What follows belongs to an exercise in optimizing a design on an open flow for small area, a short achievable clock period and few clock cycles; a production flow would make more cautious choices. Where RTL was checked, it was by simulation tests only, not by an equivalence proof against the original.

## north
// gcd3_top
module gcd3_top (
    input  wire        clk,
    input  wire        reset,
    input  wire        start,
    input  wire [15:0] A,
    input  wire [15:0] B,
    input  wire [15:0] C,
    output wire        valid,
    output wire [15:0] D
);
Size: roughly 660 cells after synthesis, ~68 I/O pins, ~0.0052 mm^2 of cells after synthesis.
clock: 3.5 ns
lec_check: 0
cap_margin: 20
core_margin: 2
core_utilization: 40
slew_margin: 20
standard.sh (not shown) runs the stock make flow with config.mk's settings and CLKGATE_MAP_FILE= SYNTH_SCRIPT=/design/flow/synth_recipe.tcl, a recipe that flattens the netlist after the stock synthesis.
==> flow/flow/run.sh <==
#!/bin/bash
set -euo pipefail
export BUFFER_PORTS_ARGS="-buffer_cell sky130_fd_sc_hd__buf_2"
export RECOVER_POWER=100
bash standard.sh > standard_make.log 2>&1
north reached the end of the flow, and the finished layout is clean on the timing, DRC and antenna checks.
Here is what was changed in the inputs of south compared with north.
Settings: an added SETUP_SLACK_MARGIN of 0.4.
==> flow/run.sh (new file) <==
#!/bin/bash
# synth_recipe.tcl (not shown) runs the flow's synth.tcl, then flattens the netlist and writes it again
# the make line also repeats each setting of config.mk as NAME=value (left out here)
make -C /OpenROAD-flow-scripts/flow DESIGN_CONFIG=/design/flow/config.mk WORK_HOME=/design/flow/orfs CLKGATE_MAP_FILE= SYNTH_SCRIPT=/design/flow/synth_recipe.tcl finish
removed: flow/flow/run.sh
removed: flow/standard.sh
Total of plain and repair buffers excluding clock buffers (higher): south
Routed wire length per instance up 1.5 um in south wrt north
Routed wire length: south worse than north
As far as simple-gate share of the synthesized area goes, south and north are indistinguishable; the numbers are identical.
Higher post-route non-filler standard cell count was reported by south, not north.
Critical path depth up 2 in south wrt north
Edits applied to the flow inputs when going from south to east:
Settings: removing SETUP_SLACK_MARGIN (formerly 0.4).
## What came out
- The largest stage delay on the critical path of east is higher than that of south.
- Looking at kind of critical path, the flip-flop to primary output result is from east; the flip-flop to flip-flop one comes from south.
- On clock-pin transition on the worst setup and hold timing paths, east tracks south almost exactly.
- Taking south as the reference, in east fraction of area in registers went up.
Function was not checked in any run of this note: the RTL went through the layout flow alone.

== run 1 ==
Another version of the RTL of gcd3_top (not shown whole).
Size in the first run: about 560 cells after synthesis, ~4200 um2 of cells after synthesis.
clock: 3.5 ns
lec_check: 0
cap_margin: 20
core_margin: 2
core_utilization: 40
slew_margin: 20
run.sh (not shown) runs the stock make flow with config.mk's settings and CLKGATE_MAP_FILE= SYNTH_SCRIPT=/design/flow/synth_recipe.tcl, a recipe that flattens the netlist after the stock synthesis.
Stock flow here: none of the scripts above is used.
Testbench counts of run 1, summed over its fixed seeds: cycles 2,454.
## Diff of input files: run 2 against run 1
==> flow/flow/run.sh (new file) <==
#!/bin/bash
set -euo pipefail
export BUFFER_PORTS_ARGS="-buffer_cell sky130_fd_sc_hd__buf_1"
export RECOVER_POWER=100
bash standard.sh > standard_make.log 2>&1
==> flow/standard.sh (new file) <==
#!/bin/bash
# synth_recipe.tcl (not shown) runs the flow's synth.tcl, then flattens the netlist and writes it again
# the make line also repeats each setting of config.mk as NAME=value (left out here)
make -C /OpenROAD-flow-scripts/flow DESIGN_CONFIG=/design/flow/config.mk WORK_HOME=/design/flow/orfs CLKGATE_MAP_FILE= SYNTH_SCRIPT=/design/flow/synth_recipe.tcl "${@:-finish}"
removed: flow/run.sh
- Run 2 finished all stages; the layout is clean.
- Taking run 1 as the reference, in run 2 final worst setup slack has decreased; post-route cell area shows a reduction of 9.1%; sequential share of layout area picked up an extra 1.5 points.
- Run 2 against run 1: count of buffering cells on the critical path with inverters included now smaller.
- Origin of the worst setup path = b[15]$_DFF_P_: run 2; origin of the worst setup path = b[16]$_DFF_P_: run 1
> inputs changed (run 2 -> run 3)
==> flow/flow/run.sh <==
#!/bin/bash
set -euo pipefail
export BUFFER_PORTS_ARGS="-buffer_cell sky130_fd_sc_hd__buf_1"
bash standard.sh > standard_make.log 2>&1
Notes after the runs:
- Wire length delta (run 2 -> run 3): insignificant
- Detail-routed net length per standard cell essentially unchanged between run 3 and run 2.
- Run 3 vs run 2: area of all placed cells without fillers up in run 3
- In summary, run 3 completed successfully, with a layout that passed the timing, DRC and antenna checks.
- Compared run 3 against run 2; setup slack of the critical path after layout within noise.
- Count of distinct cell types in the synthesized netlist came out exactly the same in run 2 and run 3.
- Looking at first-iteration DRC count across run 2 and run 3, the one that comes out lower is run 2.
- Run 3 and run 2 ended up with roughly the same final period demand of the worst path.
- Comparing run 2 and run 3, the higher via count was measured on run 2.
- On relative area change from synthesis to final layout, the higher figure sits with run 3, not run 2.
- Compared run 2 against run 3.
Inputs modified between run 3 and run 4:
==> flow/flow/run.sh <==
#!/bin/bash
set -euo pipefail
export BUFFER_PORTS_ARGS="-buffer_cell sky130_fd_sc_hd__buf_2"
bash standard.sh > standard_make.log 2>&1
- The via count reported for run 4 is greater than that of run 3 by 39.
- Number of global-route vias before repair in run 4 is 168 lower than in run 3
- Run 3 -> run 4: routed wire length increased by a few percent

[separate check: timing with driven ports]
The flow's constraints put no driver on any port. The routed layouts listed below were extracted and timed again, unchanged, in two steps.
Step 1 (the two cells are an assumption about what drives the block):
set clk [get_ports {clk}]
set_driving_cell -lib_cell sky130_fd_sc_hd__clkbuf_16 $clk
set_driving_cell -lib_cell sky130_fd_sc_hd__buf_2 [delete_from_list [all_inputs] $clk]
Step 2 moves the port delays by t, midway between the first and last clock arrival at a register: inputs arrive t later, outputs are due t later. That takes back most of the time a late clock gives input paths.
Three values: ideal, step 1, step 2; two values: the first two.
| run | t, ns | setup WS [ns] | clock arrival spread, ns | worst data-port slew with drivers (ns) | pins driven straight from the clock port |
|---|---|---|---|---|---|
| north | 0.333 | 0.124 / 0.124 / 0.124 | 0.008 / 0.008 | 0.04 | 1 |
| south | 0.341 | 0.070 / 0.070 / 0.070 | 0.009 / 0.009 | 0.04 | 1 |
| east | 0.336 | 0.158 / 0.110 / 0.163 | 0.008 / 0.008 | 0.04 | 1 |
| run 1 | 0.327 | 0.173 / 0.137 / 0.072 | 0.014 / 0.014 | 0.05 | 1 |
| run 2 | 0.341 | 0.148 / 0.114 / 0.176 | 0.012 / 0.012 | 0.04 | 1 |
| run 3 | 0.341 | 0.147 / 0.112 / 0.282 | 0.010 / 0.011 | 0.04 | 1 |
| run 4 | 0.332 | 0.165 / 0.133 / 0.231 | 0.010 / 0.010 | 0.04 | 1 |
After both steps setup and hold are still met in every run listed. For run 1, which loses most, drivers alone change the setup slack by -0.036 ns; drivers and shift together by -0.101 ns.
